Context: an optimization exercise on an open-source flow, tuned for small area. The choices shown serve that exercise and are no tape-out recipe.
In this exercise RTL edits were held to simulation tests only and were not proved equivalent to the original.
The clock port is modelled as an ideal driver; clocking choices that lean on that would not hold on a real chip.
Power and IR drop assume default switching activity.

## DES_Core_Pipelined
module DES_Core_Pipelined(
    input wire clk,
    input wire reset,  
    input wire [63:0] plaintext_i,
    input wire [63:0] key_i,
    output wire [63:0] ciphertext_o
    );
    wire [63:0] c;
    wire x120 = key_i[6] ^ key_i[12];
    wire x121 = key_i[27] ^ key_i[30];
    wire x122 = key_i[3] ^ key_i[9];
    wire x123 = key_i[31] ^ key_i[34];
    wire x124 = key_i[29] ^ key_i[32];
    wire x125 = key_i[0] ^ x120;
    wire x126 = key_i[1] ^ x122;
    wire x127 = key_i[5] ^ key_i[55];
    wire x128 = key_i[7] ^ key_i[13];
    wire x129 = key_i[2] ^ x125;
    wire x130 = key_i[4] ^ key_i[10];
    wire x131 = key_i[14] ^ x129;
    wire x132 = key_i[11] ^ key_i[15];
    wire x133 = x126 ^ x128;
    wire x134 = key_i[8] ^ x131;
    wire x135 = x127 ^ x132;
    wire x136 = key_i[25] ^ key_i[28];
    wire x137 = key_i[16] ^ x130;
    wire x138 = x133 ^ x135;
    wire x139 = key_i[54] ^ x134;
    wire x140 = key_i[53] ^ x138;
    wire x141 = x137 ^ x139;
    wire x142 = key_i[33] ^ key_i[36];
    wire x143 = key_i[26] ^ x124;
    wire x144 = key_i[17] ^ key_i[19];
    wire x145 = key_i[24] ^ x121;
    wire x146 = key_i[37] ^ x123;
    wire x147 = key_i[18] ^ x141;
    wire x148 = key_i[35] ^ key_i[38];
    wire x149 = key_i[20] ^ key_i[22];
    wire x150 = key_i[51] ^ x140;
    wire x151 = key_i[21] ^ key_i[23];
    wire x152 = key_i[50] ^ key_i[52];
    wire x153 = key_i[49] ^ x150;
    wire x154 = key_i[39] ^ x142;
    wire x155 = key_i[48] ^ x152;
    wire x156 = key_i[40] ^ x146;
    wire x157 = x147 ^ x149;
    wire x158 = key_i[47] ^ x153;
    wire x159 = key_i[41] ^ x148;
    wire x160 = key_i[44] ^ key_i[46];
    wire x161 = key_i[22] ^ x136;
    wire x162 = x144 ^ x151;
    wire x163 = key_i[24] ^ x157;
    wire x164 = key_i[23] ^ x143;
    wire x165 = key_i[42] ^ x154;
    wire x166 = key_i[45] ^ x158;
    wire x167 = key_i[21] ^ x145;
    wire x168 = key_i[43] ^ x156;
    wire x169 = x155 ^ x160;
    wire x170 = key_i[25] ^ x162;
    wire x171 = x161 ^ x167;
    wire x172 = key_i[20] ^ x151;
  ...
==> flow/config.mk <==
export PLATFORM = sky130hd
export DESIGN_NAME = DES_Core_Pipelined
export DESIGN_NICKNAME = DES_Core_Pipelined
export VERILOG_FILES = /design/flow/design.v
export SDC_FILE = /design/flow/constraint.sdc
export NUM_CORES = 4
export LEC_CHECK = 0
export CAP_MARGIN = 20
export CORE_MARGIN = 2
export CORE_UTILIZATION = 40
export SLEW_MARGIN = 20
==> flow/constraint.sdc <==
create_clock -name core_clock -period 4.0 [get_ports {clk}]
set_input_delay 0.8000 -clock core_clock [delete_from_list [all_inputs] [get_ports {clk}]]
set_output_delay 0.8000 -clock core_clock [all_outputs]
set_load 0.01 [all_outputs]
run.sh (not shown) runs the stock make flow with config.mk's settings and CLKGATE_MAP_FILE= SYNTH_SCRIPT=/design/flow/synth_recipe.tcl, a recipe that flattens the netlist after the stock synthesis.
Next try:
ABC_AREA = 1   (was unset)
CORE_UTILIZATION = 65   (was 40)
CTS_BUF_LIST = sky130_fd_sc_hd__clkbuf_2 sky130_fd_sc_hd__clkbuf_4 sky130_fd_sc_hd__clkbuf_8   (was unset)
CTS_CLUSTER_SIZE = 20   (was unset)
After rerunning: The new run went through all stages and came out clean; global-route usage goes up by 11 points; final cell count falls by 3.6%; total power drops by 6.7%; setup slack loses 0.53 ns.

---

Setup of job 974:
DES_Core_Pipelined, a different RTL version from the one above (not shown whole).
For scale: about 1100 flip-flops, ~190 I/O pins, about 24000 um^2 of cells after synthesis.
==> flow/config.mk <==
export PLATFORM = sky130hd
export DESIGN_NAME = DES_Core_Pipelined
export DESIGN_NICKNAME = DES_Core_Pipelined
export VERILOG_FILES = /design/flow/design.v
export SDC_FILE = /design/flow/constraint.sdc
export NUM_CORES = 4
export LEC_CHECK = 0
export CAP_MARGIN = 20
export CORE_MARGIN = 2
export CORE_UTILIZATION = 75
export GPL_TIMING_DRIVEN = 0
export SLEW_MARGIN = 20
export SYNTH_HIERARCHICAL = 1
==> flow/constraint.sdc <==
create_clock -name core_clock -period 4.0 [get_ports {clk}]
set_input_delay 0.8000 -clock core_clock [delete_from_list [all_inputs] [get_ports {clk}]]
set_output_delay 0.8000 -clock core_clock [all_outputs]
set_load 0.01 [all_outputs]
standard.sh (not shown) runs the stock make flow with config.mk's settings and CLKGATE_MAP_FILE= SYNTH_SCRIPT=/design/flow/synth_recipe.tcl, a recipe that flattens the netlist after the stock synthesis.
==> flow/flow/run.sh <==
#!/bin/bash
# The standard layout (standard.sh: the standard flow's synthesis and ORFS steps) with three changes:
#  - ports get the smallest buffer cell (buf_1);
#  - the clock tree is built from clkbuf_8 sink clusters of at most 21 flip-flops, without
#    dummy loads;
#  - after CTS, fix_clk.tcl downsizes lightly loaded leaf clock buffers (flip-flop clock pin
#    slew under 85 ps with placement parasitics) while their slew stays under 100 ps.
# Each tool's output goes to its own log here: make_cts.log, fix_clk.log, make_finish.log
# (the ORFS step logs are under orfs/logs).
set -euo pipefail
CTS="-sink_clustering_enable -repair_clock_nets -dont_use_dummy_load"
CTS="$CTS -buf_list {sky130_fd_sc_hd__clkbuf_8}"
CTS="$CTS -sink_clustering_size 20 -sink_clustering_max_diameter 65"
ARGS=("BUFFER_PORTS_ARGS=-buffer_cell sky130_fd_sc_hd__buf_1" "CTS_ARGS=$CTS")
bash standard.sh "${ARGS[@]}" cts > make_cts.log 2>&1
R=orfs/results/$FLOW_PLATFORM/DES_Core_Pipelined/base
PLATFORM_DIR=$FLOW_HOME/platforms/$FLOW_PLATFORM CTS_ODB=$R/4_1_cts.odb CTS_SDC=$R/4_cts.sdc \
  FIX_HI=1.0 FIX_LO=0.085 FIX_DOWN_MAX=0.10 \
  openroad -no_init -exit flow/fix_clk.tcl > fix_clk.log 2>&1
cp $R/4_1_cts.odb $R/4_cts.odb
touch $R/4_cts.sdc
bash standard.sh "${ARGS[@]}" finish > make_finish.log 2>&1
==> flow/flow/fix_clk.tcl <==
set P $::env(PLATFORM_DIR)
read_liberty $P/lib/sky130_fd_sc_hd__tt_025C_1v80.lib
read_db $::env(CTS_ODB)
read_sdc $::env(CTS_SDC)
source $P/setRC.tcl
set_propagated_clock [all_clocks]
estimate_parasitics -placement
set hi $::env(FIX_HI)
set lo $::env(FIX_LO)
set downmax $::env(FIX_DOWN_MAX)
set sizes {sky130_fd_sc_hd__clkbuf_2 sky130_fd_sc_hd__clkbuf_4 sky130_fd_sc_hd__clkbuf_8 sky130_fd_sc_hd__clkbuf_16}

proc leaf_slew {net} {
  set s 0
  foreach p [get_pins -of_objects $net -filter "direction==input"] {
    set v [get_property $p slew_max]
    if {$v > $s} {set s $v}
  }
  return $s
}
proc drives_flops {net} {
  foreach p [get_pins -of_objects $net -filter "direction==input"] {
    if {[string match *dfxtp* [get_property [get_cells -of_objects $p] ref_name]]} { return 1 }
  }
  return 0
}
# Leaf buffers: {name net}
set leaves {}
foreach inst [[ord::get_db_block] getInsts] {
  if {[lsearch $::sizes [[$inst getMaster] getName]] < 0} continue
  set name [$inst getName]
  set net [get_nets -of_objects [get_pins $name/X]]
  if {[drives_flops $net]} { lappend leaves [list $name $net] }
}
puts "FIX [llength $leaves] leaf buffers"

set grew 0
proc resize_round {round allow_down} {
  set changed 0
  foreach l $::leaves {
    lassign $l name net
    set m [get_property [get_cells $name] ref_name]
    set k [lsearch $::sizes $m]
    set s [leaf_slew $net]
    set n [llength [get_pins -of_objects $net -filter "direction==input"]]
    set new $k
    if {$s > $::hi && $k < [llength $::sizes] - 1} {
      set new [expr {$k + 1}]
      set ::grew 1
      replace_cell $name [lindex $::sizes $new]
      estimate_parasitics -placement
    } elseif {$allow_down && $s < $::lo} {
      # step down while the slew stays under FIX_DOWN_MAX
      while {$new > 0} {
        replace_cell $name [lindex $::sizes [expr {$new - 1}]]
        estimate_parasitics -placement
        if {[leaf_slew $net] > $::downmax} {
          replace_cell $name [lindex $::sizes $new]
          estimate_parasitics -placement
          break
        }
        incr new -1
      }
    }
    if {$new != $k} {
      incr changed
      puts [format "FIX round %d: %s %s n=%d slew=%.4f -> %s slew=%.4f" $round $name $m $n $s [lindex $::sizes $new] [leaf_slew $net]]
    }
  }
  return $changed
}
proc report_leaves {tag} {
  set worst 0
  foreach l $::leaves {
    set s [leaf_slew [lindex $l 1]]
    if {$s > $worst} { set worst $s }
  }
  puts [format "FIX %s: worst leaf slew %.4f" $tag $worst]
  return $worst
}
report_leaves "before"
set any 0
for {set round 1} {$round <= 3} {incr round} {
  set c [resize_round $round [expr {$round == 1}]]
  if {$c == 0} break
  set any 1
  # a smaller cell stays legal where it is; only a larger one needs legalizing
  if {$grew} { detailed_placement }
  check_placement -verbose
  estimate_parasitics -placement
  if {[report_leaves "after round $round"] <= $hi} break
}
if {$any} { write_db $::env(CTS_ODB) }
Input-level comparison between job 7920 and job 974:
Settings: CORE_UTILIZATION now 65, was 75.
==> flow/flow/run.sh <==
#!/bin/bash
# The standard layout (standard.sh: the standard flow's synthesis and ORFS steps) with three changes:
#  - ports get the smallest buffer cell (buf_1);
#  - the clock tree is built from clkbuf_8 sink clusters of at most 22 flip-flops, without
#    dummy loads;
#  - after CTS, fix_clk.tcl resizes leaf clock buffers: one whose flip-flop clock pins would see
#    a slew over 112 ps (placement parasitics) is upsized, a lightly loaded one (under 85 ps) is
#    downsized while its slew stays under 100 ps.
# Each tool's output goes to its own log here: make_cts.log, fix_clk.log, make_finish.log
# (the ORFS step logs are under orfs/logs).
set -euo pipefail
CTS="-sink_clustering_enable -repair_clock_nets -dont_use_dummy_load"
CTS="$CTS -buf_list {sky130_fd_sc_hd__clkbuf_8}"
CTS="$CTS -sink_clustering_size 22 -sink_clustering_max_diameter 55"
ARGS=("BUFFER_PORTS_ARGS=-buffer_cell sky130_fd_sc_hd__buf_1" "CTS_ARGS=$CTS")
bash standard.sh "${ARGS[@]}" cts > make_cts.log 2>&1
R=orfs/results/$FLOW_PLATFORM/DES_Core_Pipelined/base
PLATFORM_DIR=$FLOW_HOME/platforms/$FLOW_PLATFORM CTS_ODB=$R/4_1_cts.odb CTS_SDC=$R/4_cts.sdc \
  FIX_HI=0.112 FIX_LO=0.085 FIX_DOWN_MAX=0.10 \
  openroad -no_init -exit flow/fix_clk.tcl > fix_clk.log 2>&1
cp $R/4_1_cts.odb $R/4_cts.odb
touch $R/4_cts.sdc
bash standard.sh "${ARGS[@]}" finish > make_finish.log 2>&1
--- a/flow/flow/fix_clk.tcl
+++ b/flow/flow/fix_clk.tcl
@@ -35,5 +35,4 @@
 puts "FIX [llength $leaves] leaf buffers"
 
-set grew 0
 proc resize_round {round allow_down} {
   set changed 0
@@ -47,5 +46,4 @@
     if {$s > $::hi && $k < [llength $::sizes] - 1} {
       set new [expr {$k + 1}]
-      set ::grew 1
       replace_cell $name [lindex $::sizes $new]
       estimate_parasitics -placement
@@ -85,6 +83,5 @@
   if {$c == 0} break
   set any 1
-  # a smaller cell stays legal where it is; only a larger one needs legalizing
-  if {$grew} { detailed_placement }
+  detailed_placement
   check_placement -verbose
   estimate_parasitics -placement
## What came out
Worst hold slack: job 7920 < job 974
Relative to job 974, the overall die width measured on job 7920 has increased by a little under 10%.
The global-route wire length before repair in job 7920 sits about 20% below the value recorded for job 974.
Measured against each other, job 7920 and job 974 differ in flip-flop and latch share of the layout cell area, the higher figure coming from job 974.
Against job 974 as the reference, job 7920 delivers a lower total wire length.
Changes observed in job 7920 relative to job 974: met3 track demand over resource now smaller; portion of the clock cycle consumed by the worst path in the final layout down 1.7 points.
Between job 7920 and job 974, the highest fanout seen on the critical path is lower for job 7920.
Edits applied to the flow inputs when going from job 7920 to job 8790:
Settings: a change of CORE_UTILIZATION from 65 to 75.
==> flow/flow/run.sh <==
#!/bin/bash
# The standard layout (standard.sh: the standard flow's synthesis and ORFS steps) with three changes:
#  - ports get the smallest buffer cell (buf_1);
#  - the clock tree is built from clkbuf_8 sink clusters of at most 21 flip-flops, without
#    dummy loads;
#  - after CTS, fix_clk.tcl downsizes lightly loaded leaf clock buffers (flip-flop clock pin
#    slew under 85 ps with placement parasitics) while their slew stays under 100 ps.
# Each tool's output goes to its own log here: make_cts.log, fix_clk.log, make_finish.log
# (the ORFS step logs are under orfs/logs).
set -euo pipefail
CTS="-sink_clustering_enable -repair_clock_nets -dont_use_dummy_load"
CTS="$CTS -buf_list {sky130_fd_sc_hd__clkbuf_8}"
CTS="$CTS -sink_clustering_size 21 -sink_clustering_max_diameter 55"
ARGS=("BUFFER_PORTS_ARGS=-buffer_cell sky130_fd_sc_hd__buf_1" "CTS_ARGS=$CTS")
bash standard.sh "${ARGS[@]}" cts > make_cts.log 2>&1
R=orfs/results/$FLOW_PLATFORM/DES_Core_Pipelined/base
PLATFORM_DIR=$FLOW_HOME/platforms/$FLOW_PLATFORM CTS_ODB=$R/4_1_cts.odb CTS_SDC=$R/4_cts.sdc \
  FIX_HI=1.0 FIX_LO=0.085 FIX_DOWN_MAX=0.10 \
  openroad -no_init -exit flow/fix_clk.tcl > fix_clk.log 2>&1
cp $R/4_1_cts.odb $R/4_cts.odb
touch $R/4_cts.sdc
bash standard.sh "${ARGS[@]}" finish > make_finish.log 2>&1
--- a/flow/flow/fix_clk.tcl
+++ b/flow/flow/fix_clk.tcl
@@ -35,4 +35,5 @@
 puts "FIX [llength $leaves] leaf buffers"
 
+set grew 0
 proc resize_round {round allow_down} {
   set changed 0
@@ -46,4 +47,5 @@
     if {$s > $::hi && $k < [llength $::sizes] - 1} {
       set new [expr {$k + 1}]
+      set ::grew 1
       replace_cell $name [lindex $::sizes $new]
       estimate_parasitics -placement
@@ -83,5 +85,6 @@
   if {$c == 0} break
   set any 1
-  detailed_placement
+  # a smaller cell stays legal where it is; only a larger one needs legalizing
+  if {$grew} { detailed_placement }
   check_placement -verbose
   estimate_parasitics -placement
==> comparison <==
- Sequential share of layout area: job 8790 vs job 7920 up 1.8 points
- Capture point of the worst path: pipe_n[13]$_DFF_P_ -> job 8790, pipe_n[0]$_DFF_P_ -> job 7920
- Job 8790 vs job 7920: floorplan die area down in job 8790
- Compared with job 7920, the router placed more vias in job 8790.

-- afterwards: timing with drivers on the ports --
In the flow no input, the clock included, has a driving cell. The finished layouts below were timed again as built, in two steps.
Step 1 sets driving cells, clkbuf_16 on the clock port and buf_2 on the other inputs (assumed; they add their load-dependent delay and slew).
Step 2 also shifts input and output timing later by t, the mid clock arrival at the registers, as if the neighbouring blocks saw the same clock.
Slacks: ideal / step 1 / step 2; pairs: ideal / step 1.
run | t (ns) | slack for setup (ns) | worst setup path at the end | worst data-port slew with drivers (ns)
the first run of note 1 | 0.663 | 0.735 / 0.682 / 0.787 | input to register | 0.07
the second run of note 1 | 0.729 | 0.209 / 0.159 / 0.636 | input to register | 0.08
job 974 | 0.652 | 0.373 / 0.396 / -0.256 | input to register | 0.13
job 7920 | 0.733 | 0.439 / 0.462 / -0.271 | input to register | 0.07
job 8790 | 0.642 | 0.314 / 0.337 / -0.305 | input to register | 0.13
With both steps, setup timing fails in job 974, job 7920 and job 8790, where it was met with ideal ports. The setup slack of job 7920, which loses most, moves by +0.023 ns with the drivers and by -0.710 ns with both steps.
